Context: an optimization exercise on an open-source flow, tuned for small area. The choices shown serve that exercise and are no tape-out recipe.
In this exercise RTL edits were held to simulation tests only and were not proved equivalent to the original.
Power is estimated from default activity; no workload was simulated.

===== flow/flow/run.sh =====
#!/bin/bash
# Own layout flow: the standard synthesis, then area recovery on its netlist
# (flow/downsize.py puts combinational cells that abc sized up back to drive 1;
# registers are untouched), then the standard layout from floorplan to finish,
# with a clock tree built from larger sink clusters and without dummy loads, and drive-1 port buffers.
# Each step writes its full output to its own log file in this folder.
set -euo pipefail
R=orfs/results/$FLOW_PLATFORM/systolic/base
bash standard.sh synth > synth.log 2>&1
python3 flow/downsize.py $R/1_2_yosys.v \
  $FLOW_HOME/platforms/$FLOW_PLATFORM/lib/sky130_fd_sc_hd__tt_025C_1v80.lib > downsize.log 2>&1
rm -f $R/1_synth.odb
bash standard.sh \
  CTS_ARGS="-sink_clustering_enable -repair_clock_nets -dont_use_dummy_load -sink_clustering_size 24 -sink_clustering_max_diameter 120" \
  BUFFER_PORTS_ARGS="-buffer_cell sky130_fd_sc_hd__buf_1" \
  finish > layout.log 2>&1

===== flow/flow/downsize.py =====
#!/usr/bin/env python3
"""Area recovery on the synthesised netlist: every combinational cell that abc
sized up (drive strength 2 or more) goes back to its drive-1 variant when the
library has one.  Flip-flops, buffers and adder cells are left as they are; the
layout's own repair steps size cells up again where timing needs it."""
import re
import sys

net, lib = sys.argv[1], sys.argv[2]
cells = set(re.findall(r'cell\s*\(\s*"?(sky130_fd_sc_hd__\w+?)"?\s*\)', open(lib).read()))
keep = re.compile(r"sky130_fd_sc_hd__(df|edf|sdf|dl|buf|clk|fa_|ha_|conb|tap|fill|decap|diode)")
text = open(net).read()
count = {}


def sub(m):
    name = m.group(0)
    if keep.match(name):
        return name
    base, drive = m.group(1), m.group(2)
    small = f"{base}_1"
    if drive not in ("1", "0") and small in cells:
        count[name] = count.get(name, 0) + 1
        return small
    return name


text = re.sub(r"\b(sky130_fd_sc_hd__\w+?)_(\d+)\b", sub, text)
open(net, "w").write(text)
for k, v in sorted(count.items()):
    print(f"{k} -> _1: {v}")

===== flow/standard.sh =====
#!/bin/bash
# synth_recipe.tcl (not shown) runs the flow's synth.tcl, then flattens the netlist and writes it again
# the make line also repeats each setting of config.mk as NAME=value (left out here)
make -C /OpenROAD-flow-scripts/flow DESIGN_CONFIG=/design/flow/config.mk WORK_HOME=/design/flow/orfs CLKGATE_MAP_FILE= SYNTH_SCRIPT=/design/flow/synth_recipe.tcl "${@:-finish}"

===== flow/config.mk =====
export PLATFORM = sky130hd
export DESIGN_NAME = systolic
export DESIGN_NICKNAME = systolic
export VERILOG_FILES = /design/flow/design.v
export SDC_FILE = /design/flow/constraint.sdc
export NUM_CORES = 4
export LEC_CHECK = 0
export CAP_MARGIN = 5
export CORE_MARGIN = 2
export CORE_UTILIZATION = 55
export GPL_TIMING_DRIVEN = 0
export PLACE_DENSITY = 0.7
export SLEW_MARGIN = 5
export SYNTH_HIERARCHICAL = 1
export SYNTH_MINIMUM_KEEP_SIZE = 0

===== flow/constraint.sdc =====
create_clock -name core_clock -period 8.0 [get_ports {CLK}]
set_input_delay 1.6000 -clock core_clock [delete_from_list [all_inputs] [get_ports {CLK}]]
set_output_delay 1.6000 -clock core_clock [all_outputs]
set_load 0.01 [all_outputs]

===== flow/design.v =====
module mac_o15 (
    input  [7:0]  a,
    input  [7:0]  w,
    input  [23:0] p,
    output        co,    
    output [15:0] y0
);
wire one0 = w[0];
wire two0 = w[1] & ~w[0];
wire neg0 = w[1];
wire one1, two1;
benc e1 (.hi(w[3]), .mid(w[2]), .lo(w[1]), .one(one1), .two(two1));
wire neg1 = w[3];
wire one2, two2;
benc e2 (.hi(w[5]), .mid(w[4]), .lo(w[3]), .one(one2), .two(two2));
wire neg2 = w[5];
wire one3, two3;
benc e3 (.hi(w[7]), .mid(w[6]), .lo(w[5]), .one(one3), .two(two3));
wire neg3 = w[7];
wire x0_0;
bpp0 p0_0 (.one(one0), .neg(neg0), .a1(a[0]), .x(x0_0));
wire x0_1;
bpp p0_1 (.one(one0), .two(two0), .neg(neg0), .a1(a[1]), .a0(a[0]), .x(x0_1));
wire x0_2;
bpp p0_2 (.one(one0), .two(two0), .neg(neg0), .a1(a[2]), .a0(a[1]), .x(x0_2));
wire x0_3;
bpp p0_3 (.one(one0), .two(two0), .neg(neg0), .a1(a[3]), .a0(a[2]), .x(x0_3));
wire x0_4;
bpp p0_4 (.one(one0), .two(two0), .neg(neg0), .a1(a[4]), .a0(a[3]), .x(x0_4));
wire x0_5;
bpp p0_5 (.one(one0), .two(two0), .neg(neg0), .a1(a[5]), .a0(a[4]), .x(x0_5));
wire x0_6;
bpp p0_6 (.one(one0), .two(two0), .neg(neg0), .a1(a[6]), .a0(a[5]), .x(x0_6));
wire x0_7;
bpp p0_7 (.one(one0), .two(two0), .neg(neg0), .a1(a[7]), .a0(a[6]), .x(x0_7));
wire x0_8;
bpp8 p0_8 (.one(one0), .two(two0), .neg(neg0), .a1(a[7]), .x(x0_8));
wire x1_0;
bpp0 p1_0 (.one(one1), .neg(neg1), .a1(a[0]), .x(x1_0));
wire x1_1;
bpp p1_1 (.one(one1), .two(two1), .neg(neg1), .a1(a[1]), .a0(a[0]), .x(x1_1));
wire x1_2;
bpp p1_2 (.one(one1), .two(two1), .neg(neg1), .a1(a[2]), .a0(a[1]), .x(x1_2));
wire x1_3;
bpp p1_3 (.one(one1), .two(two1), .neg(neg1), .a1(a[3]), .a0(a[2]), .x(x1_3));
wire x1_4;
bpp p1_4 (.one(one1), .two(two1), .neg(neg1), .a1(a[4]), .a0(a[3]), .x(x1_4));
wire x1_5;
bpp p1_5 (.one(one1), .two(two1), .neg(neg1), .a1(a[5]), .a0(a[4]), .x(x1_5));
wire x1_6;
bpp p1_6 (.one(one1), .two(two1), .neg(neg1), .a1(a[6]), .a0(a[5]), .x(x1_6));
wire x1_7;
bpp p1_7 (.one(one1), .two(two1), .neg(neg1), .a1(a[7]), .a0(a[6]), .x(x1_7));
wire x1_8;
bpp8 p1_8 (.one(one1), .two(two1), .neg(neg1), .a1(a[7]), .x(x1_8));
wire x2_0;
bpp0 p2_0 (.one(one2), .neg(neg2), .a1(a[0]), .x(x2_0));
wire x2_1;
bpp p2_1 (.one(one2), .two(two2), .neg(neg2), .a1(a[1]), .a0(a[0]), .x(x2_1));
wire x2_2;
bpp p2_2 (.one(one2), .two(two2), .neg(neg2), .a1(a[2]), .a0(a[1]), .x(x2_2));
wire x2_3;
bpp p2_3 (.one(one2), .two(two2), .neg(neg2), .a1(a[3]), .a0(a[2]), .x(x2_3));
wire x2_4;
bpp p2_4 (.one(one2), .two(two2), .neg(neg2), .a1(a[4]), .a0(a[3]), .x(x2_4));
wire x2_5;
bpp p2_5 (.one(one2), .two(two2), .neg(neg2), .a1(a[5]), .a0(a[4]), .x(x2_5));
wire x2_6;
bpp p2_6 (.one(one2), .two(two2), .neg(neg2), .a1(a[6]), .a0(a[5]), .x(x2_6));
wire x2_7;
bpp p2_7 (.one(one2), .two(two2), .neg(neg2), .a1(a[7]), .a0(a[6]), .x(x2_7));
wire x2_8;
bpp8 p2_8 (.one(one2), .two(two2), .neg(neg2), .a1(a[7]), .x(x2_8));
wire x3_0;
bpp0 p3_0 (.one(one3), .neg(neg3), .a1(a[0]), .x(x3_0));
wire x3_1;
bpp p3_1 (.one(one3), .two(two3), .neg(neg3), .a1(a[1]), .a0(a[0]), .x(x3_1));
wire x3_2;
bpp p3_2 (.one(one3), .two(two3), .neg(neg3), .a1(a[2]), .a0(a[1]), .x(x3_2));
wire x3_3;
bpp p3_3 (.one(one3), .two(two3), .neg(neg3), .a1(a[3]), .a0(a[2]), .x(x3_3));
wire x3_4;
bpp p3_4 (.one(one3), .two(two3), .neg(neg3), .a1(a[4]), .a0(a[3]), .x(x3_4));
wire x3_5;
bpp p3_5 (.one(one3), .two(two3), .neg(neg3), .a1(a[5]), .a0(a[4]), .x(x3_5));
wire x3_6;
bpp p3_6 (.one(one3), .two(two3), .neg(neg3), .a1(a[6]), .a0(a[5]), .x(x3_6));
wire x3_7;
bpp p3_7 (.one(one3), .two(two3), .neg(neg3), .a1(a[7]), .a0(a[6]), .x(x3_7));
wire x3_8;
bpp8 p3_8 (.one(one3), .two(two3), .neg(neg3), .a1(a[7]), .x(x3_8));
wire c0;
fa u0 (.a(neg0), .b(p[0]), .ci(x0_0), .s(y0[0]), .co(c0));
wire c1;
fa u1 (.a(p[1]), .b(x0_1), .ci(c0), .s(y0[1]), .co(c1));
wire s2, c2;
fa u2 (.a(neg1), .b(p[2]), .ci(x0_2), .s(s2), .co(c2));
wire c3;
fa u3 (.a(x1_0), .b(s2), .ci(c1), .s(y0[2]), .co(c3));
wire s4, c4;
fa u4 (.a(p[3]), .b(x0_3), .ci(x1_1), .s(s4), .co(c4));
wire c5;
fa u5 (.a(c2), .b(s4), .ci(c3), .s(y0[3]), .co(c5));
wire s6, c6;
fa u6 (.a(neg2), .b(p[4]), .ci(x0_4), .s(s6), .co(c6));
wire s7, c7;
fa u7 (.a(x1_2), .b(x2_0), .ci(c4), .s(s7), .co(c7));
wire c8;
fa u8 (.a(s6), .b(s7), .ci(c5), .s(y0[4]), .co(c8));
wire s9, c9;
fa u9 (.a(p[5]), .b(x0_5), .ci(x1_3), .s(s9), .co(c9));
wire s10, c10;
fa u10 (.a(x2_1), .b(c6), .ci(s9), .s(s10), .co(c10));
wire c11;
fa u11 (.a(c7), .b(s10), .ci(c8), .s(y0[5]), .co(c11));
wire s12, c12;
fa u12 (.a(neg3), .b(p[6]), .ci(x0_6), .s(s12), .co(c12));
wire s13, c13;
fa u13 (.a(x1_4), .b(x2_2), .ci(x3_0), .s(s13), .co(c13));
wire s14, c14;
fa u14 (.a(c9), .b(s12), .ci(s13), .s(s14), .co(c14));
wire c15;
fa u15 (.a(c10), .b(s14), .ci(c11), .s(y0[6]), .co(c15));
wire s16, c16;
fa u16 (.a(p[7]), .b(x0_7), .ci(x1_5), .s(s16), .co(c16));
wire s17, c17;
fa u17 (.a(x2_3), .b(x3_1), .ci(c12), .s(s17), .co(c17));
wire s18, c18;
fa u18 (.a(c13), .b(s16), .ci(c14), .s(s18), .co(c18));
wire c19;
fa u19 (.a(s17), .b(s18), .ci(c15), .s(y0[7]), .co(c19));
wire s20, c20;
fa u20 (.a(p[8]), .b(x0_8), .ci(x1_6), .s(s20), .co(c20));
wire s21, c21;
fa u21 (.a(x2_4), .b(x3_2), .ci(c16), .s(s21), .co(c21));
wire s22, c22;
fa u22 (.a(s20), .b(c17), .ci(s21), .s(s22), .co(c22));
wire c23;
fa u23 (.a(c18), .b(s22), .ci(c19), .s(y0[8]), .co(c23));
wire s24, c24;
fa u24 (.a(p[9]), .b(x1_7), .ci(x2_5), .s(s24), .co(c24));
wire s25, c25;
fa u25 (.a(x3_3), .b(c20), .ci(s24), .s(s25), .co(c25));
wire s26, c26;
fa u26 (.a(c21), .b(s25), .ci(c22), .s(s26), .co(c26));
wire c27;
ha u27 (.a(s26), .b(c23), .s(y0[9]), .co(c27));
wire s28, c28;
fa u28 (.a(p[10]), .b(x1_8), .ci(x2_6), .s(s28), .co(c28));
wire s29, c29;
fa u29 (.a(x3_4), .b(c24), .ci(s28), .s(s29), .co(c29));
wire s30, c30;
fa u30 (.a(c25), .b(s29), .ci(c26), .s(s30), .co(c30));
wire c31;
ha u31 (.a(s30), .b(c27), .s(y0[10]), .co(c31));
wire s32, c32;
fa u32 (.a(p[11]), .b(x2_7), .ci(x3_5), .s(s32), .co(c32));
wire s33, c33;
fa u33 (.a(c28), .b(s32), .ci(c29), .s(s33), .co(c33));
wire c34;
fa u34 (.a(s33), .b(c30), .ci(c31), .s(y0[11]), .co(c34));
wire s35, c35;
fa u35 (.a(p[12]), .b(x2_8), .ci(x3_6), .s(s35), .co(c35));
wire s36, c36;
fa u36 (.a(c32), .b(s35), .ci(c33), .s(s36), .co(c36));
wire c37;
ha u37 (.a(s36), .b(c34), .s(y0[12]), .co(c37));
wire s38, c38;
fa u38 (.a(p[13]), .b(x3_7), .ci(c35), .s(s38), .co(c38));
wire c39;
fa u39 (.a(s38), .b(c36), .ci(c37), .s(y0[13]), .co(c39));
wire s40, c40;
fa u40 (.a(p[14]), .b(x3_8), .ci(c38), .s(s40), .co(c40));
wire c41;
ha u41 (.a(s40), .b(c39), .s(y0[14]), .co(c41));
fa u42 (.a(p[15]), .b(c40), .ci(c41), .s(y0[15]), .co(co));
endmodule
module mac_o16_i16 (
    input  [7:0]  a,
    input  [7:0]  w,
    input         ci,    
    input  [23:0] p,
    output        co,    
    output [16:0] y0
);
wire one0 = w[0];
wire two0 = w[1] & ~w[0];
wire neg0 = w[1];
wire one1, two1;
benc e1 (.hi(w[3]), .mid(w[2]), .lo(w[1]), .one(one1), .two(two1));
wire neg1 = w[3];
wire one2, two2;
benc e2 (.hi(w[5]), .mid(w[4]), .lo(w[3]), .one(one2), .two(two2));
wire neg2 = w[5];
wire one3, two3;
benc e3 (.hi(w[7]), .mid(w[6]), .lo(w[5]), .one(one3), .two(two3));
wire neg3 = w[7];
wire x0_0;
bpp0 p0_0 (.one(one0), .neg(neg0), .a1(a[0]), .x(x0_0));
wire x0_1;
bpp p0_1 (.one(one0), .two(two0), .neg(neg0), .a1(a[1]), .a0(a[0]), .x(x0_1));
wire x0_2;
bpp p0_2 (.one(one0), .two(two0), .neg(neg0), .a1(a[2]), .a0(a[1]), .x(x0_2));
wire x0_3;
bpp p0_3 (.one(one0), .two(two0), .neg(neg0), .a1(a[3]), .a0(a[2]), .x(x0_3));
wire x0_4;
bpp p0_4 (.one(one0), .two(two0), .neg(neg0), .a1(a[4]), .a0(a[3]), .x(x0_4));
wire x0_5;
bpp p0_5 (.one(one0), .two(two0), .neg(neg0), .a1(a[5]), .a0(a[4]), .x(x0_5));
wire x0_6;
bpp p0_6 (.one(one0), .two(two0), .neg(neg0), .a1(a[6]), .a0(a[5]), .x(x0_6));
wire x0_7;
bpp p0_7 (.one(one0), .two(two0), .neg(neg0), .a1(a[7]), .a0(a[6]), .x(x0_7));
wire x0_8;
bpp8 p0_8 (.one(one0), .two(two0), .neg(neg0), .a1(a[7]), .x(x0_8));
wire x1_0;
bpp0 p1_0 (.one(one1), .neg(neg1), .a1(a[0]), .x(x1_0));
wire x1_1;
bpp p1_1 (.one(one1), .two(two1), .neg(neg1), .a1(a[1]), .a0(a[0]), .x(x1_1));
wire x1_2;
bpp p1_2 (.one(one1), .two(two1), .neg(neg1), .a1(a[2]), .a0(a[1]), .x(x1_2));
wire x1_3;
bpp p1_3 (.one(one1), .two(two1), .neg(neg1), .a1(a[3]), .a0(a[2]), .x(x1_3));
wire x1_4;
bpp p1_4 (.one(one1), .two(two1), .neg(neg1), .a1(a[4]), .a0(a[3]), .x(x1_4));
wire x1_5;
bpp p1_5 (.one(one1), .two(two1), .neg(neg1), .a1(a[5]), .a0(a[4]), .x(x1_5));
wire x1_6;
bpp p1_6 (.one(one1), .two(two1), .neg(neg1), .a1(a[6]), .a0(a[5]), .x(x1_6));
wire x1_7;
bpp p1_7 (.one(one1), .two(two1), .neg(neg1), .a1(a[7]), .a0(a[6]), .x(x1_7));
wire x1_8;
bpp8 p1_8 (.one(one1), .two(two1), .neg(neg1), .a1(a[7]), .x(x1_8));
wire x2_0;
bpp0 p2_0 (.one(one2), .neg(neg2), .a1(a[0]), .x(x2_0));
wire x2_1;
bpp p2_1 (.one(one2), .two(two2), .neg(neg2), .a1(a[1]), .a0(a[0]), .x(x2_1));
wire x2_2;
bpp p2_2 (.one(one2), .two(two2), .neg(neg2), .a1(a[2]), .a0(a[1]), .x(x2_2));
wire x2_3;
bpp p2_3 (.one(one2), .two(two2), .neg(neg2), .a1(a[3]), .a0(a[2]), .x(x2_3));
wire x2_4;
bpp p2_4 (.one(one2), .two(two2), .neg(neg2), .a1(a[4]), .a0(a[3]), .x(x2_4));
wire x2_5;
bpp p2_5 (.one(one2), .two(two2), .neg(neg2), .a1(a[5]), .a0(a[4]), .x(x2_5));
wire x2_6;
bpp p2_6 (.one(one2), .two(two2), .neg(neg2), .a1(a[6]), .a0(a[5]), .x(x2_6));
wire x2_7;
bpp p2_7 (.one(one2), .two(two2), .neg(neg2), .a1(a[7]), .a0(a[6]), .x(x2_7));
wire x2_8;
bpp8 p2_8 (.one(one2), .two(two2), .neg(neg2), .a1(a[7]), .x(x2_8));
wire x3_0;
bpp0 p3_0 (.one(one3), .neg(neg3), .a1(a[0]), .x(x3_0));
wire x3_1;
bpp p3_1 (.one(one3), .two(two3), .neg(neg3), .a1(a[1]), .a0(a[0]), .x(x3_1));
wire x3_2;
bpp p3_2 (.one(one3), .two(two3), .neg(neg3), .a1(a[2]), .a0(a[1]), .x(x3_2));
wire x3_3;
bpp p3_3 (.one(one3), .two(two3), .neg(neg3), .a1(a[3]), .a0(a[2]), .x(x3_3));
wire x3_4;
bpp p3_4 (.one(one3), .two(two3), .neg(neg3), .a1(a[4]), .a0(a[3]), .x(x3_4));
wire x3_5;
bpp p3_5 (.one(one3), .two(two3), .neg(neg3), .a1(a[5]), .a0(a[4]), .x(x3_5));
wire x3_6;
bpp p3_6 (.one(one3), .two(two3), .neg(neg3), .a1(a[6]), .a0(a[5]), .x(x3_6));
wire x3_7;
bpp p3_7 (.one(one3), .two(two3), .neg(neg3), .a1(a[7]), .a0(a[6]), .x(x3_7));
wire x3_8;
bpp8 p3_8 (.one(one3), .two(two3), .neg(neg3), .a1(a[7]), .x(x3_8));
wire c0;
fa u0 (.a(neg0), .b(p[0]), .ci(x0_0), .s(y0[0]), .co(c0));
wire c1;
fa u1 (.a(p[1]), .b(x0_1), .ci(c0), .s(y0[1]), .co(c1));
wire s2, c2;
fa u2 (.a(neg1), .b(p[2]), .ci(x0_2), .s(s2), .co(c2));
wire c3;
fa u3 (.a(x1_0), .b(s2), .ci(c1), .s(y0[2]), .co(c3));
wire s4, c4;
fa u4 (.a(p[3]), .b(x0_3), .ci(x1_1), .s(s4), .co(c4));
wire c5;
fa u5 (.a(c2), .b(s4), .ci(c3), .s(y0[3]), .co(c5));
wire s6, c6;
fa u6 (.a(neg2), .b(p[4]), .ci(x0_4), .s(s6), .co(c6));
wire s7, c7;
fa u7 (.a(x1_2), .b(x2_0), .ci(c4), .s(s7), .co(c7));
wire c8;
fa u8 (.a(s6), .b(s7), .ci(c5), .s(y0[4]), .co(c8));
wire s9, c9;
fa u9 (.a(p[5]), .b(x0_5), .ci(x1_3), .s(s9), .co(c9));
wire s10, c10;
fa u10 (.a(x2_1), .b(c6), .ci(s9), .s(s10), .co(c10));
wire c11;
fa u11 (.a(c7), .b(s10), .ci(c8), .s(y0[5]), .co(c11));
wire s12, c12;
fa u12 (.a(neg3), .b(p[6]), .ci(x0_6), .s(s12), .co(c12));
wire s13, c13;
fa u13 (.a(x1_4), .b(x2_2), .ci(x3_0), .s(s13), .co(c13));
wire s14, c14;
fa u14 (.a(c9), .b(s12), .ci(s13), .s(s14), .co(c14));
wire c15;
fa u15 (.a(c10), .b(s14), .ci(c11), .s(y0[6]), .co(c15));
wire s16, c16;
fa u16 (.a(p[7]), .b(x0_7), .ci(x1_5), .s(s16), .co(c16));
wire s17, c17;
fa u17 (.a(x2_3), .b(x3_1), .ci(c12), .s(s17), .co(c17));
wire s18, c18;
fa u18 (.a(c13), .b(s16), .ci(c14), .s(s18), .co(c18));
wire c19;
fa u19 (.a(s17), .b(s18), .ci(c15), .s(y0[7]), .co(c19));
wire s20, c20;
fa u20 (.a(p[8]), .b(x0_8), .ci(x1_6), .s(s20), .co(c20));
wire s21, c21;
fa u21 (.a(x2_4), .b(x3_2), .ci(c16), .s(s21), .co(c21));
wire s22, c22;
fa u22 (.a(s20), .b(c17), .ci(s21), .s(s22), .co(c22));
wire c23;
fa u23 (.a(c18), .b(s22), .ci(c19), .s(y0[8]), .co(c23));
wire s24, c24;
fa u24 (.a(p[9]), .b(x1_7), .ci(x2_5), .s(s24), .co(c24));
wire s25, c25;
fa u25 (.a(x3_3), .b(c20), .ci(s24), .s(s25), .co(c25));
wire s26, c26;
fa u26 (.a(c21), .b(s25), .ci(c22), .s(s26), .co(c26));
wire c27;
ha u27 (.a(s26), .b(c23), .s(y0[9]), .co(c27));
wire s28, c28;
fa u28 (.a(p[10]), .b(x1_8), .ci(x2_6), .s(s28), .co(c28));
wire s29, c29;
fa u29 (.a(x3_4), .b(c24), .ci(s28), .s(s29), .co(c29));
wire s30, c30;
fa u30 (.a(c25), .b(s29), .ci(c26), .s(s30), .co(c30));
wire c31;
ha u31 (.a(s30), .b(c27), .s(y0[10]), .co(c31));
wire s32, c32;
fa u32 (.a(p[11]), .b(x2_7), .ci(x3_5), .s(s32), .co(c32));
wire s33, c33;
fa u33 (.a(c28), .b(s32), .ci(c29), .s(s33), .co(c33));
wire c34;
fa u34 (.a(s33), .b(c30), .ci(c31), .s(y0[11]), .co(c34));
wire s35, c35;
fa u35 (.a(p[12]), .b(x2_8), .ci(x3_6), .s(s35), .co(c35));
wire s36, c36;
fa u36 (.a(c32), .b(s35), .ci(c33), .s(s36), .co(c36));
wire c37;
ha u37 (.a(s36), .b(c34), .s(y0[12]), .co(c37));
wire s38, c38;
fa u38 (.a(p[13]), .b(x3_7), .ci(c35), .s(s38), .co(c38));
wire c39;
fa u39 (.a(s38), .b(c36), .ci(c37), .s(y0[13]), .co(c39));
wire s40, c40;
fa u40 (.a(p[14]), .b(x3_8), .ci(c38), .s(s40), .co(c40));
wire c41;
ha u41 (.a(s40), .b(c39), .s(y0[14]), .co(c41));
wire c42;
fa u42 (.a(p[15]), .b(c40), .ci(c41), .s(y0[15]), .co(c42));
fa u43 (.a(p[16]), .b(ci), .ci(c42), .s(y0[16]), .co(co));
endmodule
module mac_o15_i17 (
    input  [7:0]  a,
    input  [7:0]  w,
    input         ci,    
    input  [23:0] p,
    output        co,    
    output [15:0] y0,
    output [23:17] y1
);
wire one0 = w[0];
wire two0 = w[1] & ~w[0];
wire neg0 = w[1];
wire one1, two1;
benc e1 (.hi(w[3]), .mid(w[2]), .lo(w[1]), .one(one1), .two(two1));
wire neg1 = w[3];
wire one2, two2;
benc e2 (.hi(w[5]), .mid(w[4]), .lo(w[3]), .one(one2), .two(two2));
wire neg2 = w[5];
wire one3, two3;
benc e3 (.hi(w[7]), .mid(w[6]), .lo(w[5]), .one(one3), .two(two3));
wire neg3 = w[7];
wire x0_0;
bpp0 p0_0 (.one(one0), .neg(neg0), .a1(a[0]), .x(x0_0));
wire x0_1;
bpp p0_1 (.one(one0), .two(two0), .neg(neg0), .a1(a[1]), .a0(a[0]), .x(x0_1));
wire x0_2;
bpp p0_2 (.one(one0), .two(two0), .neg(neg0), .a1(a[2]), .a0(a[1]), .x(x0_2));
wire x0_3;
bpp p0_3 (.one(one0), .two(two0), .neg(neg0), .a1(a[3]), .a0(a[2]), .x(x0_3));
wire x0_4;
bpp p0_4 (.one(one0), .two(two0), .neg(neg0), .a1(a[4]), .a0(a[3]), .x(x0_4));
wire x0_5;
bpp p0_5 (.one(one0), .two(two0), .neg(neg0), .a1(a[5]), .a0(a[4]), .x(x0_5));
wire x0_6;
bpp p0_6 (.one(one0), .two(two0), .neg(neg0), .a1(a[6]), .a0(a[5]), .x(x0_6));
wire x0_7;
bpp p0_7 (.one(one0), .two(two0), .neg(neg0), .a1(a[7]), .a0(a[6]), .x(x0_7));
wire x0_8;
bpp8 p0_8 (.one(one0), .two(two0), .neg(neg0), .a1(a[7]), .x(x0_8));
wire x1_0;
bpp0 p1_0 (.one(one1), .neg(neg1), .a1(a[0]), .x(x1_0));
wire x1_1;
bpp p1_1 (.one(one1), .two(two1), .neg(neg1), .a1(a[1]), .a0(a[0]), .x(x1_1));
wire x1_2;
bpp p1_2 (.one(one1), .two(two1), .neg(neg1), .a1(a[2]), .a0(a[1]), .x(x1_2));
wire x1_3;
bpp p1_3 (.one(one1), .two(two1), .neg(neg1), .a1(a[3]), .a0(a[2]), .x(x1_3));
wire x1_4;
bpp p1_4 (.one(one1), .two(two1), .neg(neg1), .a1(a[4]), .a0(a[3]), .x(x1_4));
wire x1_5;
bpp p1_5 (.one(one1), .two(two1), .neg(neg1), .a1(a[5]), .a0(a[4]), .x(x1_5));
wire x1_6;
bpp p1_6 (.one(one1), .two(two1), .neg(neg1), .a1(a[6]), .a0(a[5]), .x(x1_6));
wire x1_7;
bpp p1_7 (.one(one1), .two(two1), .neg(neg1), .a1(a[7]), .a0(a[6]), .x(x1_7));
wire x1_8;
bpp8 p1_8 (.one(one1), .two(two1), .neg(neg1), .a1(a[7]), .x(x1_8));
wire x2_0;
bpp0 p2_0 (.one(one2), .neg(neg2), .a1(a[0]), .x(x2_0));
wire x2_1;
bpp p2_1 (.one(one2), .two(two2), .neg(neg2), .a1(a[1]), .a0(a[0]), .x(x2_1));
wire x2_2;
bpp p2_2 (.one(one2), .two(two2), .neg(neg2), .a1(a[2]), .a0(a[1]), .x(x2_2));
wire x2_3;
bpp p2_3 (.one(one2), .two(two2), .neg(neg2), .a1(a[3]), .a0(a[2]), .x(x2_3));
wire x2_4;
bpp p2_4 (.one(one2), .two(two2), .neg(neg2), .a1(a[4]), .a0(a[3]), .x(x2_4));
wire x2_5;
bpp p2_5 (.one(one2), .two(two2), .neg(neg2), .a1(a[5]), .a0(a[4]), .x(x2_5));
wire x2_6;
bpp p2_6 (.one(one2), .two(two2), .neg(neg2), .a1(a[6]), .a0(a[5]), .x(x2_6));
wire x2_7;
bpp p2_7 (.one(one2), .two(two2), .neg(neg2), .a1(a[7]), .a0(a[6]), .x(x2_7));
wire x2_8;
bpp8 p2_8 (.one(one2), .two(two2), .neg(neg2), .a1(a[7]), .x(x2_8));
wire x3_0;
bpp0 p3_0 (.one(one3), .neg(neg3), .a1(a[0]), .x(x3_0));
wire x3_1;
bpp p3_1 (.one(one3), .two(two3), .neg(neg3), .a1(a[1]), .a0(a[0]), .x(x3_1));
wire x3_2;
bpp p3_2 (.one(one3), .two(two3), .neg(neg3), .a1(a[2]), .a0(a[1]), .x(x3_2));
wire x3_3;
bpp p3_3 (.one(one3), .two(two3), .neg(neg3), .a1(a[3]), .a0(a[2]), .x(x3_3));
wire x3_4;
bpp p3_4 (.one(one3), .two(two3), .neg(neg3), .a1(a[4]), .a0(a[3]), .x(x3_4));
wire x3_5;
bpp p3_5 (.one(one3), .two(two3), .neg(neg3), .a1(a[5]), .a0(a[4]), .x(x3_5));
wire x3_6;
bpp p3_6 (.one(one3), .two(two3), .neg(neg3), .a1(a[6]), .a0(a[5]), .x(x3_6));
wire x3_7;
bpp p3_7 (.one(one3), .two(two3), .neg(neg3), .a1(a[7]), .a0(a[6]), .x(x3_7));
wire x3_8;
bpp8 p3_8 (.one(one3), .two(two3), .neg(neg3), .a1(a[7]), .x(x3_8));
wire c0;
fa u0 (.a(neg0), .b(p[0]), .ci(x0_0), .s(y0[0]), .co(c0));
wire c1;
fa u1 (.a(p[1]), .b(x0_1), .ci(c0), .s(y0[1]), .co(c1));
wire s2, c2;
fa u2 (.a(neg1), .b(p[2]), .ci(x0_2), .s(s2), .co(c2));
wire c3;
fa u3 (.a(x1_0), .b(s2), .ci(c1), .s(y0[2]), .co(c3));
wire s4, c4;
fa u4 (.a(p[3]), .b(x0_3), .ci(x1_1), .s(s4), .co(c4));
wire c5;
fa u5 (.a(c2), .b(s4), .ci(c3), .s(y0[3]), .co(c5));
wire s6, c6;
fa u6 (.a(neg2), .b(p[4]), .ci(x0_4), .s(s6), .co(c6));
wire s7, c7;
fa u7 (.a(x1_2), .b(x2_0), .ci(c4), .s(s7), .co(c7));
wire c8;
fa u8 (.a(s6), .b(s7), .ci(c5), .s(y0[4]), .co(c8));
wire s9, c9;
fa u9 (.a(p[5]), .b(x0_5), .ci(x1_3), .s(s9), .co(c9));
wire s10, c10;
fa u10 (.a(x2_1), .b(c6), .ci(s9), .s(s10), .co(c10));
wire c11;
fa u11 (.a(c7), .b(s10), .ci(c8), .s(y0[5]), .co(c11));
wire s12, c12;
fa u12 (.a(neg3), .b(p[6]), .ci(x0_6), .s(s12), .co(c12));
wire s13, c13;
fa u13 (.a(x1_4), .b(x2_2), .ci(x3_0), .s(s13), .co(c13));
wire s14, c14;
fa u14 (.a(c9), .b(s12), .ci(s13), .s(s14), .co(c14));
wire c15;
fa u15 (.a(c10), .b(s14), .ci(c11), .s(y0[6]), .co(c15));
wire s16, c16;
fa u16 (.a(p[7]), .b(x0_7), .ci(x1_5), .s(s16), .co(c16));
wire s17, c17;
fa u17 (.a(x2_3), .b(x3_1), .ci(c12), .s(s17), .co(c17));
wire s18, c18;
fa u18 (.a(c13), .b(s16), .ci(c14), .s(s18), .co(c18));
wire c19;
fa u19 (.a(s17), .b(s18), .ci(c15), .s(y0[7]), .co(c19));
wire s20, c20;
fa u20 (.a(p[8]), .b(x0_8), .ci(x1_6), .s(s20), .co(c20));
wire s21, c21;
fa u21 (.a(x2_4), .b(x3_2), .ci(c16), .s(s21), .co(c21));
wire s22, c22;
fa u22 (.a(s20), .b(c17), .ci(s21), .s(s22), .co(c22));
wire c23;
fa u23 (.a(c18), .b(s22), .ci(c19), .s(y0[8]), .co(c23));
wire s24, c24;
fa u24 (.a(p[9]), .b(x1_7), .ci(x2_5), .s(s24), .co(c24));
wire s25, c25;
fa u25 (.a(x3_3), .b(c20), .ci(s24), .s(s25), .co(c25));
wire s26, c26;
fa u26 (.a(c21), .b(s25), .ci(c22), .s(s26), .co(c26));
wire c27;
ha u27 (.a(s26), .b(c23), .s(y0[9]), .co(c27));
wire s28, c28;
fa u28 (.a(p[10]), .b(x1_8), .ci(x2_6), .s(s28), .co(c28));
wire s29, c29;
fa u29 (.a(x3_4), .b(c24), .ci(s28), .s(s29), .co(c29));
wire s30, c30;
fa u30 (.a(c25), .b(s29), .ci(c26), .s(s30), .co(c30));
wire c31;
ha u31 (.a(s30), .b(c27), .s(y0[10]), .co(c31));
wire s32, c32;
fa u32 (.a(p[11]), .b(x2_7), .ci(x3_5), .s(s32), .co(c32));
wire s33, c33;
fa u33 (.a(c28), .b(s32), .ci(c29), .s(s33), .co(c33));
wire c34;
fa u34 (.a(s33), .b(c30), .ci(c31), .s(y0[11]), .co(c34));
wire s35, c35;
fa u35 (.a(p[12]), .b(x2_8), .ci(x3_6), .s(s35), .co(c35));
wire s36, c36;
fa u36 (.a(c32), .b(s35), .ci(c33), .s(s36), .co(c36));
wire c37;
ha u37 (.a(s36), .b(c34), .s(y0[12]), .co(c37));
wire s38, c38;
fa u38 (.a(p[13]), .b(x3_7), .ci(c35), .s(s38), .co(c38));
wire c39;
fa u39 (.a(s38), .b(c36), .ci(c37), .s(y0[13]), .co(c39));
wire s40, c40;
fa u40 (.a(p[14]), .b(x3_8), .ci(c38), .s(s40), .co(c40));
wire c41;
ha u41 (.a(s40), .b(c39), .s(y0[14]), .co(c41));
fa u42 (.a(p[15]), .b(c40), .ci(c41), .s(y0[15]), .co(co));
wire c43;
ha u43 (.a(p[17]), .b(ci), .s(y1[17]), .co(c43));
wire c44;
ha u44 (.a(p[18]), .b(c43), .s(y1[18]), .co(c44));
wire c45;
ha u45 (.a(p[19]), .b(c44), .s(y1[19]), .co(c45));
wire c46;
ha u46 (.a(p[20]), .b(c45), .s(y1[20]), .co(c46));
wire c47;
ha u47 (.a(p[21]), .b(c46), .s(y1[21]), .co(c47));
wire c48;
ha u48 (.a(p[22]), .b(c47), .s(y1[22]), .co(c48));
wire s49 = p[23] ^ c48;
assign y1[23] = s49;   
endmodule
module mac_i16_k (
    input  [7:0]  a,
    input  [7:0]  w,
    input         ci,    
    input  [23:0] p,
    output [23:0] y0
);
wire one0 = w[0];
wire two0 = w[1] & ~w[0];
wire neg0 = w[1];
wire one1, two1;
benc e1 (.hi(w[3]), .mid(w[2]), .lo(w[1]), .one(one1), .two(two1));
wire neg1 = w[3];
wire one2, two2;
benc e2 (.hi(w[5]), .mid(w[4]), .lo(w[3]), .one(one2), .two(two2));
wire neg2 = w[5];
wire one3, two3;
benc e3 (.hi(w[7]), .mid(w[6]), .lo(w[5]), .one(one3), .two(two3));
wire neg3 = w[7];
wire x0_0;
bpp0 p0_0 (.one(one0), .neg(neg0), .a1(a[0]), .x(x0_0));
wire x0_1;
bpp p0_1 (.one(one0), .two(two0), .neg(neg0), .a1(a[1]), .a0(a[0]), .x(x0_1));
wire x0_2;
bpp p0_2 (.one(one0), .two(two0), .neg(neg0), .a1(a[2]), .a0(a[1]), .x(x0_2));
wire x0_3;
bpp p0_3 (.one(one0), .two(two0), .neg(neg0), .a1(a[3]), .a0(a[2]), .x(x0_3));
wire x0_4;
bpp p0_4 (.one(one0), .two(two0), .neg(neg0), .a1(a[4]), .a0(a[3]), .x(x0_4));
wire x0_5;
bpp p0_5 (.one(one0), .two(two0), .neg(neg0), .a1(a[5]), .a0(a[4]), .x(x0_5));
wire x0_6;
bpp p0_6 (.one(one0), .two(two0), .neg(neg0), .a1(a[6]), .a0(a[5]), .x(x0_6));
wire x0_7;
bpp p0_7 (.one(one0), .two(two0), .neg(neg0), .a1(a[7]), .a0(a[6]), .x(x0_7));
wire x0_8;
bpp8 p0_8 (.one(one0), .two(two0), .neg(neg0), .a1(a[7]), .x(x0_8));
wire x1_0;
bpp0 p1_0 (.one(one1), .neg(neg1), .a1(a[0]), .x(x1_0));
wire x1_1;
bpp p1_1 (.one(one1), .two(two1), .neg(neg1), .a1(a[1]), .a0(a[0]), .x(x1_1));
wire x1_2;
bpp p1_2 (.one(one1), .two(two1), .neg(neg1), .a1(a[2]), .a0(a[1]), .x(x1_2));
wire x1_3;
bpp p1_3 (.one(one1), .two(two1), .neg(neg1), .a1(a[3]), .a0(a[2]), .x(x1_3));
wire x1_4;
bpp p1_4 (.one(one1), .two(two1), .neg(neg1), .a1(a[4]), .a0(a[3]), .x(x1_4));
wire x1_5;
bpp p1_5 (.one(one1), .two(two1), .neg(neg1), .a1(a[5]), .a0(a[4]), .x(x1_5));
wire x1_6;
bpp p1_6 (.one(one1), .two(two1), .neg(neg1), .a1(a[6]), .a0(a[5]), .x(x1_6));
wire x1_7;
bpp p1_7 (.one(one1), .two(two1), .neg(neg1), .a1(a[7]), .a0(a[6]), .x(x1_7));
wire x1_8;
bpp8 p1_8 (.one(one1), .two(two1), .neg(neg1), .a1(a[7]), .x(x1_8));
wire x2_0;
bpp0 p2_0 (.one(one2), .neg(neg2), .a1(a[0]), .x(x2_0));
wire x2_1;
bpp p2_1 (.one(one2), .two(two2), .neg(neg2), .a1(a[1]), .a0(a[0]), .x(x2_1));
wire x2_2;
bpp p2_2 (.one(one2), .two(two2), .neg(neg2), .a1(a[2]), .a0(a[1]), .x(x2_2));
wire x2_3;
bpp p2_3 (.one(one2), .two(two2), .neg(neg2), .a1(a[3]), .a0(a[2]), .x(x2_3));
wire x2_4;
bpp p2_4 (.one(one2), .two(two2), .neg(neg2), .a1(a[4]), .a0(a[3]), .x(x2_4));
wire x2_5;
bpp p2_5 (.one(one2), .two(two2), .neg(neg2), .a1(a[5]), .a0(a[4]), .x(x2_5));
wire x2_6;
bpp p2_6 (.one(one2), .two(two2), .neg(neg2), .a1(a[6]), .a0(a[5]), .x(x2_6));
wire x2_7;
bpp p2_7 (.one(one2), .two(two2), .neg(neg2), .a1(a[7]), .a0(a[6]), .x(x2_7));
wire x2_8;
bpp8 p2_8 (.one(one2), .two(two2), .neg(neg2), .a1(a[7]), .x(x2_8));
wire x3_0;
bpp0 p3_0 (.one(one3), .neg(neg3), .a1(a[0]), .x(x3_0));
wire x3_1;
bpp p3_1 (.one(one3), .two(two3), .neg(neg3), .a1(a[1]), .a0(a[0]), .x(x3_1));
wire x3_2;
bpp p3_2 (.one(one3), .two(two3), .neg(neg3), .a1(a[2]), .a0(a[1]), .x(x3_2));
wire x3_3;
bpp p3_3 (.one(one3), .two(two3), .neg(neg3), .a1(a[3]), .a0(a[2]), .x(x3_3));
wire x3_4;
bpp p3_4 (.one(one3), .two(two3), .neg(neg3), .a1(a[4]), .a0(a[3]), .x(x3_4));
wire x3_5;
bpp p3_5 (.one(one3), .two(two3), .neg(neg3), .a1(a[5]), .a0(a[4]), .x(x3_5));
wire x3_6;
bpp p3_6 (.one(one3), .two(two3), .neg(neg3), .a1(a[6]), .a0(a[5]), .x(x3_6));
wire x3_7;
bpp p3_7 (.one(one3), .two(two3), .neg(neg3), .a1(a[7]), .a0(a[6]), .x(x3_7));
wire x3_8;
bpp8 p3_8 (.one(one3), .two(two3), .neg(neg3), .a1(a[7]), .x(x3_8));
wire c0;
fa u0 (.a(neg0), .b(p[0]), .ci(x0_0), .s(y0[0]), .co(c0));
wire c1;
fa u1 (.a(p[1]), .b(x0_1), .ci(c0), .s(y0[1]), .co(c1));
wire s2, c2;
fa u2 (.a(neg1), .b(p[2]), .ci(x0_2), .s(s2), .co(c2));
wire c3;
fa u3 (.a(x1_0), .b(s2), .ci(c1), .s(y0[2]), .co(c3));
wire s4, c4;
fa u4 (.a(p[3]), .b(x0_3), .ci(x1_1), .s(s4), .co(c4));
wire c5;
fa u5 (.a(c2), .b(s4), .ci(c3), .s(y0[3]), .co(c5));
wire s6, c6;
fa u6 (.a(neg2), .b(p[4]), .ci(x0_4), .s(s6), .co(c6));
wire s7, c7;
fa u7 (.a(x1_2), .b(x2_0), .ci(c4), .s(s7), .co(c7));
wire c8;
fa u8 (.a(s6), .b(s7), .ci(c5), .s(y0[4]), .co(c8));
wire s9, c9;
fa u9 (.a(p[5]), .b(x0_5), .ci(x1_3), .s(s9), .co(c9));
wire s10, c10;
fa u10 (.a(x2_1), .b(c6), .ci(s9), .s(s10), .co(c10));
wire c11;
fa u11 (.a(c7), .b(s10), .ci(c8), .s(y0[5]), .co(c11));
wire s12, c12;
fa u12 (.a(neg3), .b(p[6]), .ci(x0_6), .s(s12), .co(c12));
wire s13, c13;
fa u13 (.a(x1_4), .b(x2_2), .ci(x3_0), .s(s13), .co(c13));
wire s14, c14;
fa u14 (.a(c9), .b(s12), .ci(s13), .s(s14), .co(c14));
wire c15;
fa u15 (.a(c10), .b(s14), .ci(c11), .s(y0[6]), .co(c15));
wire s16, c16;
fa u16 (.a(p[7]), .b(x0_7), .ci(x1_5), .s(s16), .co(c16));
wire s17, c17;
fa u17 (.a(x2_3), .b(x3_1), .ci(c12), .s(s17), .co(c17));
wire s18, c18;
fa u18 (.a(c13), .b(s16), .ci(c14), .s(s18), .co(c18));
wire c19;
fa u19 (.a(s17), .b(s18), .ci(c15), .s(y0[7]), .co(c19));
wire s20, c20;
fa u20 (.a(p[8]), .b(x0_8), .ci(x1_6), .s(s20), .co(c20));
wire s21, c21;
fa u21 (.a(x2_4), .b(x3_2), .ci(c16), .s(s21), .co(c21));
wire s22, c22;
fa u22 (.a(s20), .b(c17), .ci(s21), .s(s22), .co(c22));
wire c23;
fa u23 (.a(c18), .b(s22), .ci(c19), .s(y0[8]), .co(c23));
wire s24, c24;
fa u24 (.a(p[9]), .b(x1_7), .ci(x2_5), .s(s24), .co(c24));
wire s25, c25;
fa u25 (.a(x3_3), .b(c20), .ci(s24), .s(s25), .co(c25));
wire s26, c26;
fa u26 (.a(c21), .b(s25), .ci(c22), .s(s26), .co(c26));
wire c27;
ha u27 (.a(s26), .b(c23), .s(y0[9]), .co(c27));
wire s28, c28;
fa u28 (.a(p[10]), .b(x1_8), .ci(x2_6), .s(s28), .co(c28));
wire s29, c29;
fa u29 (.a(x3_4), .b(c24), .ci(s28), .s(s29), .co(c29));
wire s30, c30;
fa u30 (.a(c25), .b(s29), .ci(c26), .s(s30), .co(c30));
wire c31;
ha u31 (.a(s30), .b(c27), .s(y0[10]), .co(c31));
wire s32 = ~(p[11] ^ x2_7);
wire c32 = p[11] | x2_7;
wire s33, c33;
fa u33 (.a(x3_5), .b(s32), .ci(c28), .s(s33), .co(c33));
wire s34, c34;
fa u34 (.a(c29), .b(s33), .ci(c30), .s(s34), .co(c34));
wire c35;
ha u35 (.a(s34), .b(c31), .s(y0[11]), .co(c35));
wire s36 = ~(p[12] ^ x2_8);
wire c36 = p[12] | x2_8;
wire s37, c37;
fa u37 (.a(x3_6), .b(c32), .ci(s36), .s(s37), .co(c37));
wire s38, c38;
fa u38 (.a(s37), .b(c33), .ci(c34), .s(s38), .co(c38));
wire c39;
ha u39 (.a(s38), .b(c35), .s(y0[12]), .co(c39));
wire s40, c40;
fa u40 (.a(p[13]), .b(x3_7), .ci(c36), .s(s40), .co(c40));
wire s41, c41;
fa u41 (.a(c37), .b(s40), .ci(c38), .s(s41), .co(c41));
wire c42;
ha u42 (.a(s41), .b(c39), .s(y0[13]), .co(c42));
wire s43 = ~(p[14] ^ x3_8);
wire c43 = p[14] | x3_8;
wire s44, c44;
fa u44 (.a(s43), .b(c40), .ci(c41), .s(s44), .co(c44));
wire c45;
ha u45 (.a(s44), .b(c42), .s(y0[14]), .co(c45));
wire s46, c46;
fa u46 (.a(p[15]), .b(c43), .ci(c44), .s(s46), .co(c46));
wire c47;
ha u47 (.a(s46), .b(c45), .s(y0[15]), .co(c47));
wire s48 = ~(p[16] ^ ci);
wire c48 = p[16] | ci;
wire c49;
fa u49 (.a(s48), .b(c46), .ci(c47), .s(y0[16]), .co(c49));
wire c50;
fa u50 (.a(p[17]), .b(c48), .ci(c49), .s(y0[17]), .co(c50));
wire s51 = ~(p[18] ^ c50);
wire c51 = p[18] | c50;
assign y0[18] = s51;   
wire s52 = ~(p[19] ^ c51);
wire c52 = p[19] | c51;
assign y0[19] = s52;   
wire s53 = ~(p[20] ^ c52);
wire c53 = p[20] | c52;
assign y0[20] = s53;   
wire s54 = ~(p[21] ^ c53);
wire c54 = p[21] | c53;
assign y0[21] = s54;   
wire s55 = ~(p[22] ^ c54);
wire c55 = p[22] | c54;
assign y0[22] = s55;   
wire s56 = ~(p[23] ^ c55);
wire c56 = p[23] | c55;
assign y0[23] = s56;   
endmodule
module fa (input a, input b, input ci, output s, output co);
assign s = a ^ b ^ ci;
assign co = (a & b) | (a & ci) | (b & ci);
endmodule
module ha (input a, input b, output s, output co);
assign s = a ^ b;
assign co = a & b;
endmodule
module benc (input hi, input mid, input lo, output one, output two);
assign one = mid ^ lo;
assign two = (hi & ~mid & ~lo) | (~hi & mid & lo);
endmodule
module bpp (input one, input two, input neg, input a1, input a0, output x);
assign x = ((one & a1) | (two & a0)) ^ neg;
endmodule
module bpp0 (input one, input neg, input a1, output x);
assign x = (one & a1) ^ neg;
endmodule
module bpp8 (input one, input two, input neg, input a1, output x);
assign x = ~(((one | two) & a1) ^ neg);
endmodule
module systolic(
    input CLK,
    input [8*8-1:0] i_Data_I_In,
    input [4*8-1:0] i_Data_W_In,
    input [4-1:0] i_EN_W_In,
    input [3-1:0] i_EN_ID_In,
    input [4*24-1:0] i_Psum_In,
    output [4*24-1:0] o_Psum_Out,
    input  [4*16-1:0] i_Addr_P_In,
    input  [4*1-1:0] i_Valid_P_In,
    output [4*16-1:0] o_Addr_P_Out,
    output [4*1-1:0] o_Valid_P_Out
);
reg [8*8*3-1:0]  i_q;     
reg [8*7*4-1:0]  w_q;     
reg [7*4-1:0]    e_q;     
reg [3*7-1:0]    id_q;    
reg [8*8*4-1:0]  wb_q;    
reg [24*8*4-1:0] p_q;     
reg [16*8*4-1:0] a_q;     
reg [8*4-1:0]    v_q;     
reg [8*4-1:0]    d_q;     
genvar c, r;
generate
    for (r = 0; r < 8 - 1; r = r + 1) begin : idp
        if (r == 0) begin : g0
            always @(posedge CLK) id_q[2:0] <= i_EN_ID_In;
        end else begin : gn
            always @(posedge CLK) id_q[3*r +: 3] <= id_q[3*(r-1) +: 3];
        end
    end
    for (c = 0; c < 4; c = c + 1) begin : col
        for (r = 0; r < 8; r = r + 1) begin : row
            wire [7:0]  a_in;
            wire [7:0]  w_in;
            wire        e_in;
            wire [2:0]  id_in;
            wire [23:0] p_in;
            wire [15:0] ad_in;
            wire        v_in;
            wire [23:0] sum;
            if (c == 0) begin : g_a0
                assign a_in = i_Data_I_In[8*r +: 8];
            end else begin : g_an
                assign a_in = i_q[8*(8*(c-1)+r) +: 8];
            end
            if (r == 0) begin : g_r0
                assign w_in  = i_Data_W_In[8*c +: 8];
                assign e_in  = i_EN_W_In[c];
                assign id_in = i_EN_ID_In;
                assign p_in  = i_Psum_In[24*c +: 24];
                assign ad_in = i_Addr_P_In[16*c +: 16];
                assign v_in  = i_Valid_P_In[c];
            end else begin : g_rn
                assign w_in  = w_q[8*(7*c+r-1) +: 8];
                assign e_in  = e_q[7*c+r-1];
                assign id_in = id_q[3*(r-1) +: 3];
                assign p_in  = p_q[24*(8*c+r-1) +: 24];
                assign ad_in = a_q[16*(8*c+r-1) +: 16];
                assign v_in  = v_q[8*c+r-1];
            end
            if (r == 0) begin : g_m0
                wire co;
                mac_o15 u_mac (.a(a_in), .w(wb_q[8*(8*c+r) +: 8]), .p(p_in), .co(co), .y0(sum[15:0]));
                always @(posedge CLK) d_q[8*c+r] <= co;
                assign sum[23:16] = p_in[23:16];
            end
            if (r == 1) begin : g_m1
                wire co;
                mac_o16_i16 u_mac (.a(a_in), .w(wb_q[8*(8*c+r) +: 8]), .p(p_in), .ci(d_q[8*c+r-1]), .co(co), .y0(sum[16:0]));
                always @(posedge CLK) d_q[8*c+r] <= co;
                assign sum[23:17] = p_in[23:17];
            end
            if (r == 2) begin : g_m2
                wire co;
                mac_o15_i17 u_mac (.a(a_in), .w(wb_q[8*(8*c+r) +: 8]), .p(p_in), .ci(d_q[8*c+r-1]), .co(co), .y0(sum[15:0]), .y1(sum[23:17]));
                always @(posedge CLK) d_q[8*c+r] <= co;
                assign sum[16:16] = p_in[16:16];
            end
            if (r == 3) begin : g_m3
                wire co;
                mac_o16_i16 u_mac (.a(a_in), .w(wb_q[8*(8*c+r) +: 8]), .p(p_in), .ci(d_q[8*c+r-1]), .co(co), .y0(sum[16:0]));
                always @(posedge CLK) d_q[8*c+r] <= co;
                assign sum[23:17] = p_in[23:17];
            end
            if (r == 4) begin : g_m4
                wire co;
                mac_o15_i17 u_mac (.a(a_in), .w(wb_q[8*(8*c+r) +: 8]), .p(p_in), .ci(d_q[8*c+r-1]), .co(co), .y0(sum[15:0]), .y1(sum[23:17]));
                always @(posedge CLK) d_q[8*c+r] <= co;
                assign sum[16:16] = p_in[16:16];
            end
            if (r == 5) begin : g_m5
                wire co;
                mac_o16_i16 u_mac (.a(a_in), .w(wb_q[8*(8*c+r) +: 8]), .p(p_in), .ci(d_q[8*c+r-1]), .co(co), .y0(sum[16:0]));
                always @(posedge CLK) d_q[8*c+r] <= co;
                assign sum[23:17] = p_in[23:17];
            end
            if (r == 6) begin : g_m6
                wire co;
                mac_o15_i17 u_mac (.a(a_in), .w(wb_q[8*(8*c+r) +: 8]), .p(p_in), .ci(d_q[8*c+r-1]), .co(co), .y0(sum[15:0]), .y1(sum[23:17]));
                always @(posedge CLK) d_q[8*c+r] <= co;
                assign sum[16:16] = p_in[16:16];
            end
            if (r == 7) begin : g_m7
                mac_i16_k u_mac (.a(a_in), .w(wb_q[8*(8*c+r) +: 8]), .p(p_in), .ci(d_q[8*c+r-1]), .y0(sum[23:0]));
            end
            if (r < 8 - 1) begin : g_wp
                always @(posedge CLK) begin
                    w_q[8*(7*c+r) +: 8] <= w_in;
                    e_q[7*c+r] <= e_in;
                end
            end
            if (c < 4 - 1) begin : g_i
                always @(posedge CLK) i_q[8*(8*c+r) +: 8] <= a_in;
            end
            always @(posedge CLK) begin
                if (e_in && (id_in == r))
                    wb_q[8*(8*c+r) +: 8] <= w_in;
                p_q[24*(8*c+r) +: 24] <= sum;
                a_q[16*(8*c+r) +: 16] <= ad_in;
                v_q[8*c+r] <= v_in;
            end
        end
        assign o_Psum_Out[24*c +: 24]  = p_q[24*(8*c+7) +: 24];
        assign o_Addr_P_Out[16*c +: 16] = a_q[16*(8*c+7) +: 16];
        assign o_Valid_P_Out[c]         = v_q[8*c+7];
    end
endgenerate
endmodule

==> run summary, run 1 <==
vias in the first global route=around 52000; Worst EP arrival=8.41 ns; worst r2r src=wb_q[121]; routability cong.=between 0.8 and 0.9; Setup TNS=0 ns; syn avg cell area=14.4 um^2; Placement Rows=152; crit-path max cell delay=0.43 ns; CTS tree=done; fraction of layout cells with a size suffix above 1=0.0404; Max Slew Vio Count=0; hold wc startpoint=p_q[67]; Total GRT Usage=0.200; Hold Crit Class=reg2reg; Die Y=between 400 and 500 um; worst relative slew slack=0.430; Num CTS Buffers=96; placed cell areas=98900 um^2; crit path capture type=register; fin area=102000 um^2; CP most frequent cell=ha_1; die span in x=418 um; Final Hold Vio Count=0; CTS root buf=clkbuf_16; critical path class=in2reg; routed wire length=173 mm; Skew-Pair Late Insertion Delay=0.76 ns; DRC Markers=0; Synth Cell Area=between 90000 and 100000 um^2; worst setup path startpoint=i_Data_I_In[56]; startpoint types=input pin; vias post-DR=49700; critical path's top delay family=adder cells; Hold Buf Count CTS=0; Initial Utilization=0.552; grt total ovfl=0; Crit-path slowest cell=fa_2; Mapped Cells=6549; CTS Sinks=2061; Final setup viols=0; Area Growth Syn to Fin=7.85%; clock tree buffer depth=3; crit path buf inv count=3; PD cells=348 nW/um^2; core area=between 150000 and 200000 um^2; CP required=8.71 ns; first-pass GRT wire length=around 280 mm; 1st-pass router iterations=5; Die Footprint=175000 um^2; MaxCap Viol Count=0; Final Skew=0.0759 ns; Worst-path clk slew=0.09 ns; io pins=432; Post-DP HPWL=~140 mm; Max VDD drop=0.000190 V; status=complete, no violations; # port buffers=431; Final nets=~8900; maximum clock rate=130 MHz; pin count of the biggest net entering global routing=25; crit share post-route=0.962; H-tree levels=3; wire per inst=18.5 um; synth warn=7; Worst Tran Pin Value=0.852 ns; leakage power=38.3 nW; vias per inst=5.31; Worst Path Max Fanout=9; initial drt markers=between 2000 and 3000; Final ANT Viol Nets=0; Syn Nets=8329; initial antenna violation count=3; Final Critical Period=7.70 ns
## path summary, 6_finish.rpt
path	cells after the start	slack, ns	end
setup / recovery	29	0.30	p_q[191]
setup reg to reg	24	0.32	p_q[383]
hold reg to reg	0	0.28	p_q[91]
hold / removal	0	0.28	p_q[91]
## worst register-to-register path: stages (launching register included)
cell and delay, ns:
edfxtp_1 0.49, xor2_1 0.59, a22oi_1 0.21, xnor2_1 0.17, fa_1 0.41, fa_1 0.46
fa_1 0.39, fa_1 0.39, fa_1 0.39, fa_1 0.38, fa_1 0.40, fa_1 0.39
fa_1 0.39, fa_1 0.44, ha_1 0.23, fa_1 0.48, fa_1 0.40, inv_1 0.06
ha_1 0.14, ha_1 0.14, ha_1 0.14, ha_1 0.14, ha_1 0.15, xor2_1 0.13
buf_4 0.11
## placed cells by master, fill, tap and decap left out, types with 9 or more instances in the layout
| cell type | count |
|---|---|
| fa_2 | 9 |
| dfxtp_1 | 1805 |
| o22ai_1 | 90 |
| clkbuf_16 | 96 |
| o21ai_1 | 128 |
| nor2b_1 | 28 |
| buf_4 | 155 |
| buf_1 | 424 |
| nand2_1 | 224 |
| xnor2_1 | 1024 |
| inv_1 | 108 |
| edfxtp_1 | 256 |
| a22oi_1 | 895 |
| xor2_1 | 236 |
| fa_1 | 1255 |
| and4b_1 | 12 |
| and4bb_1 | 10 |
| ha_1 | 248 |
| nand2b_1 | 96 |
## sequential cells by signal, indices dropped and copies added, names as in the netlist
name and flops:
v_q 32, p_q 768, w_q 224, a_q 512, id_q 21, e_q 28
d_q 28, i_q 192, wb_q 256
## where the power goes
group	internal (mW)	total, mW	switching (mW)
combinational	7.64	15.6	8.01
clock	2.14	5.12	2.98
sequential	13.2	14.7	1.45
total	23.0	35.4	12.4
## layout make-up
type                    instances  area [um^2]
fillers                     13500        69200
clock buffers                  96         2400
well taps                    2233         2790
multi-input cells            4280        49600
inverters                     108          405
diodes                          2         5.00
flip-flops and latches       2061        43800
repair buffers                486         2040
plain buffers                 100          751
## per-stage QoR
stage | total power, mW | hold WS, ns | util | instances | setup slack [ns]
CTS | 36.3 | 0.286 | 0.593 | 9335 | 0.0361
floorplan | 25.6 | 0.310 | - | 6549 | 0.00792
global route | 39.6 | 0.292 | 0.595 | 9365 | -0.0460
global placement | 30.3 | 0.310 | 0.578 | 9213 | -0.879
detailed placement | 30.9 | 0.312 | 0.578 | 9218 | -0.937
finish | 35.4 | 0.284 | 0.595 | 9366 | 0.304
## repair_timing
item                       CTS  global route
setup buffers               21            29
pin swaps                    0             2
setup endpoints to repair    9            13
gates resized for setup      2            30
## per-layer routing
| metal | global-route usage | vias up | part of all wire |
|---|---|---|---|
| li1 | - | 23400 | - |
| met1 | 0.284 | 25100 | 0.46 |
| met2 | 0.331 | 1117 | 0.48 |
| met3 | 0.0234 | 193 | 0.041 |
| met4 | 0.0450 | 2 | 0.021 |
| met5 | 0 | - | 0.000081 |
==> inputs of run 2 (changes only) <==
--- a/flow/config.mk
+++ b/flow/config.mk
@@ -6,10 +6,10 @@
 export NUM_CORES = 4
 export LEC_CHECK = 0
-export CAP_MARGIN = 5
+export CAP_MARGIN = 20
 export CORE_MARGIN = 2
 export CORE_UTILIZATION = 55
 export GPL_TIMING_DRIVEN = 0
 export PLACE_DENSITY = 0.7
-export SLEW_MARGIN = 5
+export SLEW_MARGIN = 20
 export SYNTH_HIERARCHICAL = 1
 export SYNTH_MINIMUM_KEEP_SIZE = 0
==> run summary, run 2 <==
critical path class=reg2reg; leakage power=roughly 38 nW; synth warn=7; CTS tree=done; Total GRT Usage=0.199; Worst EP arrival=8.44 ns; crit-path max cell delay=0.62 ns; Num CTS Buffers=96; worst setup path startpoint=wb_q[121]; Max Slew Vio Count=0; vias per inst=5.30; r2r setup slk=0.27 ns; Mapped Cells=6549; Setup TNS=0 ns; setup ws final=0.267 ns; clock power share=0.144; startpoint types=register; Skew-Pair Late Insertion Delay=0.74 ns; max FFs per register=768; Final Skew=0.0869 ns; # port buffers=431; crit share post-route=0.967; Critical Path Stages=24; Internal=approximately 23 mW; Worst-path clk slew=0.09 ns; worst r2r src=wb_q[121]; placed insts=between 9000 and 10000; Worst Path Max Fanout=9; Final Critical Period=approximately 7.7 ns; Syn Nets=roughly 8300; Synth Cell Area=between 90000 and 100000 um^2; fraction of layout cells with a size suffix above 1=0.0400; Initial Utilization=0.552; H-tree levels=3; io pins=between 400 and 500; MaxCap Viol Count=0; initial drt markers=2371; sequential power share=0.415; Final setup viols=0; CTS root buf=clkbuf_16; DRC Markers=0; routed wire length=173 mm; die span in x=between 400 and 500 um; Switching Share=0.351; first-pass GRT wire length=281 mm; routability cong.=0.898; Placement Rows=152; PD cells=348 nW/um^2; biggest regs=p_q x768, a_q x512, wb_q x256; Final ANT Viol Nets=0; cells along the critical path=xor2_1 -> a22oi_1 -> xnor2_1 -> fa_1 -> fa_1 -> fa_1 -> fa_1 -> fa_1 -> fa_1 -> fa_1 -> fa_1 -> fa_1 -> fa_1 -> ha_1 -> fa_1 -> fa_1 -> inv_1 -> ha_1 -> ha_1 -> ha_1 -> ha_1 -> ha_1 -> xor2_1 -> buf_4; wire per inst=18.5 um; 1st-pass router iterations=5; core area=approximately 170000 um^2; dpl ws=-0.923 ns; Biggest register=p_q; maximum clock rate=~130 MHz; RR Endpoint=p_q[383]; switching power=12.4 mW; Die Y=418 um; status=complete, no violations; vias post-DR=49700; CTS Sinks=2061; Cell Count, Final, Fillers Out=9366; clock tree buffer depth=3; crit path buf inv count=2; Crit-path slowest cell=xor2_1; Post-DP HPWL=~140 mm; critical path's top delay family=adder cells; Final Hold Vio Count=0; most common cell after layout, fill and taps aside=dfxtp_1; Die Footprint=175000 um^2; R2R cell count=24; CP most frequent cell=fa_1; commonest cells after routing, fill and taps aside=dfxtp_1, fa_1, xnor2_1; grt total ovfl=0; crit path capture type=register; Worst Tran Pin Value=between 0.7 and 0.8 ns; hold wc startpoint=a_q[74]; syn avg cell area=between 10 and 15 um^2; CP required=8.71 ns; initial antenna violation count=4; Final nets=8913; Max VDD drop=around 0.0002 V; vias in the first global route=approximately 52000; CP Capture Point=p_q[383]; Hold Crit Class=reg2reg; worst relative slew slack=0.465; pin count of the biggest net entering global routing=25; Area Growth Syn to Fin=7.82%; Combinational Power Share=0.441; hold slack=0.289 ns
run 2: area by class of cell:
type                    instances  area [um^2]
fillers                     13500        69200
multi-input cells            4280        49600
flip-flops and latches       2061        43800
well taps                    2233         2790
clock buffers                  96         2400
repair buffers                486         2030
plain buffers                 100          751
inverters                     108          405
diodes                          2         5.00
run 2: timing repair:
action / 4_1_cts / 5_1_grt
cloned: 0 / 0
endpoints found under the setup margin: 8 / 12
endpoints found under the hold margin: 0 / 0
hold buffers: 0 / 0
setup buffers: 22 / 28
resized for setup: 2 / 26
pin swaps: 0 / 2
run 2: stage by stage:
step	instance area, um^2	util	total power [mW]
floorplan	94400	-	25.6
global placement	98800	0.578	30.3
detailed placement	98900	0.578	30.9
CTS	101000	0.593	36.3
global route	102000	0.595	39.5
finish	102000	0.595	35.4
run 2: worst reg2reg max path, stage by stage, from the launching register on:
cell and delay (ns):
edfxtp_1 0.48, xor2_1 0.63, a22oi_1 0.22, xnor2_1 0.17
fa_1 0.42, fa_1 0.46, fa_1 0.39, fa_1 0.39
fa_1 0.39, fa_1 0.38, fa_1 0.40, fa_1 0.39
fa_1 0.39, fa_1 0.44, ha_1 0.23, fa_1 0.49
fa_1 0.40, inv_1 0.06, ha_1 0.14, ha_1 0.14
ha_1 0.14, ha_1 0.14, ha_1 0.15, xor2_1 0.13
buf_4 0.11
run 2: power by group through the flow:
stage / clock (mW) / combinational (mW) / sequential [mW]
6_report: 5.11 / 15.6 / 14.7
2_1_floorplan: 0 / 11.1 / 14.6
5_1_grt: 5.70 / 18.8 / 14.9
3_3_place_gp: 0 / 15.4 / 14.9
3_5_place_dp: 0 / 15.9 / 15.0
4_1_cts: 5.36 / 16.2 / 14.7
run 2: how the worst min path moves through the flow:
stage	to	slack, ns	cells past startpoint
floorplan	a_q[100]	0.31	0
global placement	a_q[495]	0.31	0
finish	a_q[90]	0.29	0
CTS	a_q[472]	0.28	0
global route	a_q[90]	0.29	0
detailed placement	a_q[373]	0.31	0
run 2: layer usage:
metal  wire length, um  up-vias  GRT usage  share of wire
met4              3150        2     0.0412          0.018
met3              7330      176     0.0234          0.042
met1             79800    25100      0.283           0.46
li1                  -    23300          -              -
met2             82700     1089      0.332           0.48
met5                19        -          0        0.00011

==> port drivers added, routing unchanged <==
How much do the figures lean on ideal ports? The routed layouts below were timed once more, with nothing changed but the port constraints. Step 1, drivers: a clkbuf_16 drives CLK and a buf_2 each remaining input, both assumed. Step 2 moves the port delays by t, midway between the first and last clock arrival at a register: inputs arrive t later, outputs are due t later. That takes back most of the time a late clock gives input paths. a / b / c = ideal ports / drivers / drivers and shift; a / b = the first two.
run	shift t [ns]	slack for setup (ns)	worst setup path at the end	latest minus earliest clock arrival (ns)	worst data-port slew with drivers (ns)
run 1	0.792	0.304 / 0.322 / -0.440	input to register	0.111 / 0.110	0.10
run 2	0.790	0.267 / 0.267 / -0.444	input to register	0.105 / 0.105	0.12
With both steps, setup timing fails in run 1 and run 2, where it was met with ideal ports. For run 1, which loses most, drivers alone change the setup slack by +0.018 ns; drivers and shift together by -0.744 ns.
